Source: an optimization exercise on an open RTL-to-GDS flow (aim: small area, a short achievable clock period and few clock cycles per item). Production flows keep margins and buffers that such runs may drop.
At most, simulation tests tie the RTL to the original design; equivalence was not proved.
Function not checked in run 2: the RTL went through the layout flow alone.
Power figures rest on the tool's default switching activity, not on a simulated workload.

## flow/design.v (module list and top-level ports; edited modules follow where they fit)
// module mul: 1953 lines
// module csa_fa: 4 lines
// module csa_ha: 4 lines
// module ysyx_mulunit: 21 lines
module ysyx_mulunit (
    input          clk,
    input          rst_n,
    input          mul_valid,
    input  [63:0]  alu_src1,
    input  [63:0]  alu_src2,
    input  [3:0]   mul_expand_signed,
    output [129:0] mul_res,
    output         sh_fnsh_flag
);
  // ...
==> flow/flow/run.sh <==
#!/bin/bash
# Layout flow: the standard layout (standard.sh, which also runs the
# standard synthesis) with these settings changed:
#  - the port buffers start as buf_2 instead of the buffer the resizer picks;
#  - sizing may swap a cell for one of another footprint;
#  - clock tree synthesis inserts no dummy loads.
# make's output goes to make.log; each step's tool output is in orfs/logs/.
set -euo pipefail
bash standard.sh MATCH_CELL_FOOTPRINT=0 \
    "BUFFER_PORTS_ARGS=-buffer_cell sky130_fd_sc_hd__buf_2" \
    "CTS_ARGS=-sink_clustering_enable -repair_clock_nets -dont_use_dummy_load" \
    finish > make.log 2>&1
==> flow/standard.sh <==
#!/bin/bash
# synth_recipe.tcl (not shown) runs the flow's synth.tcl, then flattens the netlist and writes it again
# the make line also repeats each setting of config.mk as NAME=value (left out here)
make -C /OpenROAD-flow-scripts/flow DESIGN_CONFIG=/design/flow/config.mk WORK_HOME=/design/flow/orfs CLKGATE_MAP_FILE= SYNTH_SCRIPT=/design/flow/synth_recipe.tcl "${@:-finish}"
==> flow/config.mk <==
export PLATFORM = sky130hd
export DESIGN_NAME = ysyx_mulunit
export DESIGN_NICKNAME = ysyx_mulunit
export VERILOG_FILES = /design/flow/design.v
export SDC_FILE = /design/flow/constraint.sdc
export NUM_CORES = 8
export LEC_CHECK = 0
export CAP_MARGIN = 20
export CORE_MARGIN = 2
export CORE_UTILIZATION = 50
export SETUP_SLACK_MARGIN = 4.6
export SLEW_MARGIN = 20
export SYNTH_HIERARCHICAL = 1
==> flow/constraint.sdc <==
create_clock -name core_clock -period 8.0 [get_ports {clk}]
set_input_delay 1.6000 -clock core_clock [delete_from_list [all_inputs] [get_ports {clk}]]
set_output_delay 1.6000 -clock core_clock [all_outputs]
set_load 0.01 [all_outputs]
==> impl_metrics.yaml, run 1 <==
worst_setup_path:
  start_kind: "primary input"
  cp.required_ns: 8.41
  worst_path_max_delay_cell: "nor4_1"
  cp_data_arrival_time_ns: 3.83
  rr_startpoint: "u_mul.q[9]"
  cp-endpoint: "u_mul.prep"
  r2r_slack_ns: 4.60
pwr:
  powerComb_w: 0.00676
  combPwrFrac_pct: 63.6
  peakVddDrop_uv: 214.4
  power.internal_w: 0.005528
  clock_power_share_pct: 14.5
  swShare_pct: 47.98
detailed_routing:
  drtPass1Iterations: 6
  wl_met2_mm: 48.16
  wl_per_cell_um: 26.82
cells_and_area:
  signal_buffers: 310
  num-nets-final: 3749
  reg_top3: "u_mul.P: 128 flops, u_mul.C: 75 flops, u_mul.M: 64 flops"
  largest_register: "u_mul.P"
  multi_input_area_share_pct: 66.95
global_route:
  met1_usage_pct: 48.03
  grt_max_degree: 78
  track_usage_pct: 35.35
  antenna_found_initial: 8
synthesis:
  synth_compound_gate_area_share_pct: 19.30
  synth_cells: 3160
  synthAdderAreaFrac_pct: 23.08
  synth_top_family_by_area: "adder cells"
  synthFlopType: "dfxtp_1"
placed_design:
  io_buffer_count: 263
clocking:
  clk_path_buf_depth: 3
  cts_sinks: 316
  root_buffer: "clkbuf_16"
floorplanning:
  fp-row-count: 87
  start_util_pct: 50.50
sta:
  skew_ns: 0.04463
status:
  status: "complete, no violations"
Testbench counts, summed over its fixed seeds: cycles 34,590, muls 4,800.
==> inputs of run 2 (changes only) <==
--- a/flow/design.v
+++ b/flow/design.v
@@ -109,17 +109,22 @@
 wire sb32_3_5 = sb32_1_5 | sb32_2_3;
 wire sb32_3_6 = sb32_2_6 | sb32_2_3;
 wire sb32_3_7 = sb32_2_7 | sb32_2_3;
 wire sb32_4_8 = cb32_0 | sb32_3_7;
 wire [NC-1:0] tb32 = {cb32_8, sb32_1_1, sb32_2_2, sb32_2_3, sb32_3_4, sb32_3_5, sb32_3_6, sb32_3_7, sb32_4_8};
 wire sw64 = |(tb64 & ~ta64);
 wire sw32 = |(tb32 & ~ta32);
 wire swap = e0 ? sw64 : e123 & sw32;
-wire nz = e0 ? ta64[0] & tb64[0] : e123 & ta32[0] & tb32[0];
+wire nza64, nzb64, nza32, nzb32;
+nonzero64 nz_a64 (.x(alu_src1), .y(nza64));
+nonzero64 nz_b64 (.x(alu_src2), .y(nzb64));
+nonzero32 nz_a32 (.x(alu_src1[31:0]), .y(nza32));
+nonzero32 nz_b32 (.x(alu_src2[31:0]), .y(nzb32));
+wire nz = e0 ? nza64 & nzb64 : e123 & nza32 & nzb32;
 wire [NC-1:0] ha = e0 ? ta64 & ~(ta64 >> 1) : e123 ? ta32 & ~(ta32 >> 1) : {NC{1'b0}};
 wire [NC-1:0] hb = e0 ? tb64 & ~(tb64 >> 1) : e123 ? tb32 & ~(tb32 >> 1) : {NC{1'b0}};
 function [K:0] chunk;
     input [63:0] x;
     input integer g;
     integer j;
     begin
         for (j = 0; j <= K; j = j + 1)
@@ -1954,16 +1959,22 @@
 module csa_fa (input a, input b, input c, output s, output co);
 assign s  = a ^ b ^ c;
 assign co = (a & b) | (a & c) | (b & c);
 endmodule
 module csa_ha (input a, input b, output s, output co);
 assign s  = a ^ b;
 assign co = a & b;
 endmodule
+module nonzero64 (input [63:0] x, output y);
+assign y = |x;
+endmodule
+module nonzero32 (input [31:0] x, output y);
+assign y = |x;
+endmodule
 module ysyx_mulunit (
     input          clk,
     input          rst_n,
     input          mul_valid,
     input  [63:0]  alu_src1,
     input  [63:0]  alu_src2,
     input  [3:0]   mul_expand_signed,
     output [129:0] mul_res,
==> flow/config.mk (replaced) <==
export PLATFORM = sky130hd
export DESIGN_NAME = ysyx_mulunit
export DESIGN_NICKNAME = ysyx_mulunit
export VERILOG_FILES = /design/flow/design.v
export SDC_FILE = /design/flow/constraint.sdc
export NUM_CORES = 8
export LEC_CHECK = 0
export CAP_MARGIN = 20
export CORE_MARGIN = 2
export CORE_UTILIZATION = 50
export SETUP_SLACK_MARGIN = 4.5
export SLEW_MARGIN = 20
export SYNTH_HIERARCHICAL = 1
==> impl_metrics.yaml, run 2 <==
status:
  status: "complete, no violations"
detailed_routing:
  drc: 0
  wl_per_cell_um: 27.67
  drtPass1Iterations: 9
  drt_iter0_drc: 3045
  ant_nets: 0
  vias: 26270
  wirelength_mm: 111.0
  via_per_inst: 6.551
global_route:
  grt_overflow: 0
  track_usage_pct: 35.85
  grt_pass1_wl_mm: 162.8
  antenna_found_initial: 1
  grt_max_degree: 77
  grt_pass1_vias: 25790
pwr:
  clock_power_share_pct: 18.2
  p_seq_share_pct: 25.5
  p_per_area_mw_per_mm2: 264.3
  p_switching_w: 0.003825
  swShare_pct: 45.55
  power.internal_w: 0.004572
  combPwrFrac_pct: 56.3
  leakagePower_nw: 12.50
  peakVddDrop_uv: 239.9
synthesis:
  synth-seq-cells: 316
  async_flop_share_pct: 1.266
  synth_cells: 3167
  yosys-top-cells-count: "xnor2_1 (339), dfxtp_1 (312), a22oi_1 (276), fa_1 (262), nand2_1 (232)"
  synth_top_cell_area_share_pct: 21.89
  yosys_warnings: 7
  syn_area_mm2: 0.02853
  ys_types: 82
  ys_top_cells_by_area: "dfxtp_1 (22%), fa_1 (18%), xnor2_1 (10%)"
  synth_most_common_cell: "xnor2_1"
  synthFlopType: "dfxtp_1"
  synth_edf_count: 0
  syn_area_per_cell_um2: 9.008
  synth_area_leader_cell: "dfxtp_1"
  yosysSeqAreaShare_pct: 22.24
worst_setup_path:
  critPathMaxFanout: 4
  cp_data_arrival_time_ns: 3.86
  start_kind: "flop"
  cp.required_ns: 8.44
  crit_type: "flop to flop"
  crit_path_end_kind: "flop"
clocking:
  cts_hold_buf: 0
  root_buffer: "clkbuf_16"
  cts_sinks: 316
  clkTransAtPathRegs_ns: 0.06
  cts_tree: "done"
  h-tree-depth: 2
  clock_latency_ns: 0.57
  cts_buffers: 39
  clk_path_buf_depth: 3
floorplanning:
  core_area_mm2: 0.05639
  die_area_mm2: 0.05899
  start_util_pct: 50.60
  dieHeight_um: 242.9
  io_pins: 266
  die_x_um: 242.9
  fp-row-count: 87
placed_design:
  gp_congestion: 0.9971
  dp.cells: 3945
  placed_cell_area_mm2: 0.02994
  io_buffer_count: 263
  hpwl_mm: 80.90
sta:
  maxSlewViolCount: 0
  finalCriticalPeriod_ns: 3.421
  worst_pin_slew_ns: 1.066
  tns_ns: 0
  skew_ns: 0.03490
  finalCritPeriodShare_pct: 42.77
  clock.fmax_mhz: 292.3
  max_slew_margin_pct: 28.94
  hold_violations: 0
  rsz0062_at_grt: "true"
  setup_viol: 0
cells_and_area:
  postLayoutCoreUtil_pct: 56.34
  largest_register: "u_mul.P"
  final_cell_mix: "xnor2_1 (338), dfxtp_1 (283), a22oi_1 (276)"
  drive_gt1_share_pct: 14.63
  fill_cells: 5190
  final_common_cell: "xnor2_1"
  antenna_cells: 0
  regArea_mm2: 0.006414
  reg_top3: "u_mul.P: 128 flops, u_mul.C: 75 flops, u_mul.M: 64 flops"
  largest_reg_flops: 128
  multi_input_area_mm2: 0.02116
  final_cell_area_mm2: 0.03177
  syn2layout_area_growth_pct: 11.35
  num-nets-final: 3759
  final_cells: 4010
run:
  drv_cap: 0
hold_path:
  min_path_type: "flop to flop"
==> run 2: changes by cell type in the layout (fill, tap and decap cells not counted), moves of 13 or more <==
cell	before	now
nand3_1	47	69
xnor2_1	352	338
nand4_1	21	44
xor2_1	53	71
nor4_1	33	72
a21oi_1	126	109
a22oi_1	289	276
==> run 2: power groups by stage <==
stage                     Sequential, W  Combinational (W)  Clock [W]
after detailed placement        0.00214            0.00449          0
after floorplan                 0.00202            0.00302          0
final                           0.00214            0.00473    0.00153
after global placement          0.00213            0.00445          0
after global routing            0.00217            0.00513    0.00161
after CTS                       0.00211            0.00456    0.00156
==> run 2: cell families (layout without fill, tap and decap cells) <==
| family | count (synthesis) | count (layout) | synth area share [%] |
|---|---|---|---|
| other | 1 | 3 | 0.01314 |
| buffers and inverters | 348 | 433 | 4.899 |
| adders and majority gates | 368 | 368 | 23.03 |
| AOI/OAI and AO/OA | 772 | 772 | 18.63 |
| and+or+nand+nor | 864 | 864 | 15.47 |
| muxes | 88 | 88 | 3.127 |
| xor gates and xnor gates | 410 | 410 | 12.59 |
| DFF | 316 | 316 | 22.24 |
==> run 2: cell type report <==
type	count	share of cell area, %
Multi-Input combinational cell	2505	66.60
Inverter	78	0.9334
Sequential cell	316	20.19
Tap cell	756	2.978
Timing Repair Buffer	316	6.227
Clock buffer	39	3.072
==> run 2: worst paths after layout <==
check                                      to  slack (ns)  cells past startpoint          from
min                                 u_mul.res        0.44                      1  u_mul.cnt[1]
max                               u_mul.P[77]        4.58                     14   u_mul.C[33]
max reg2reg                       u_mul.P[77]        4.58                     14   u_mul.C[33]
min in group asynchronous  u_mul.sh_fnsh_flag        0.85                      1         rst_n
max in group asynchronous          u_mul.busy        7.02                      1         rst_n
min reg2reg                         u_mul.res        0.44                      1  u_mul.cnt[1]
==> run 2: metal layers <==
layer,vias to the layer above,wire length (um),GRT usage (%)
met5,-,0,0
met4,0,4736,14.00
met3,296,10780,7.596
met2,1543,50020,55.63
met1,13000,45420,48.89
li1,11440,-,-
==> run 2: metrics by stage <==
stage	total power, W	setup slack [ns]	hold slack (ns)
CTS	0.008230	4.481	0.4457
finish	0.008397	4.579	0.4438
detailed placement	0.006630	3.434	0.4382
floorplan	0.005044	4.511	0.4022
global placement	0.006577	3.520	0.4296
global route	0.008915	4.445	0.4733
==> run 2: Yosys stat by module (local to each module, per instance), excerpt <==
module,area [um^2],cells inside,times used
mul,22870,2837,1
nonzero64,138.9,21,2
nonzero32,75.07,11,2
csa_fa,20.02,1,254
csa_ha,12.51,1,12
==> run 2: repair_timing <==
action,4_1_cts,5_1_grt
endpoints found under the setup margin,114,79
resized for setup,47,94
setup buffers,3,19
cloned,0,4
pin swaps,1,15
==> run 2: worst max-delay path: stages, from the launching register on <==
cell and delay, ns:
dfxtp_1 0.43, ha_4 0.25, a21oi_1 0.12, o21ai_1 0.11, a211o_1 0.32, a221o_1 0.36, a211o_1 0.38, buf_4 0.16
a31o_4 0.23, a31oi_4 0.21, o21ai_2 0.10, a21o_1 0.20, ha_1 0.19, xnor2_1 0.14, o22ai_1 0.09

[separate check: timing with driven ports]
Ports are ideal in the flow. The routed layouts listed here were re-timed in OpenROAD. Step 1, drivers: a clkbuf_16 drives clk and a buf_2 each remaining input, both assumed. Step 2 moves the port delays by t, midway between the first and last clock arrival at a register: inputs arrive t later, outputs are due t later. That takes back most of the time a late clock gives input paths. Three values: ideal ports, drivers, drivers and shift; two values: the first two.
run | shift t [ns] | slack for setup (ns) | worst setup path after step 2
run 1 | 0.610 | 4.580 / 4.597 / 4.007 | input to register
run 2 | 0.623 | 4.579 / 4.579 / 4.058 | input to register
After both steps setup and hold are still met in every run listed. The setup slack of run 1, which loses most, moves by +0.017 ns with the drivers and by -0.573 ns with both steps.
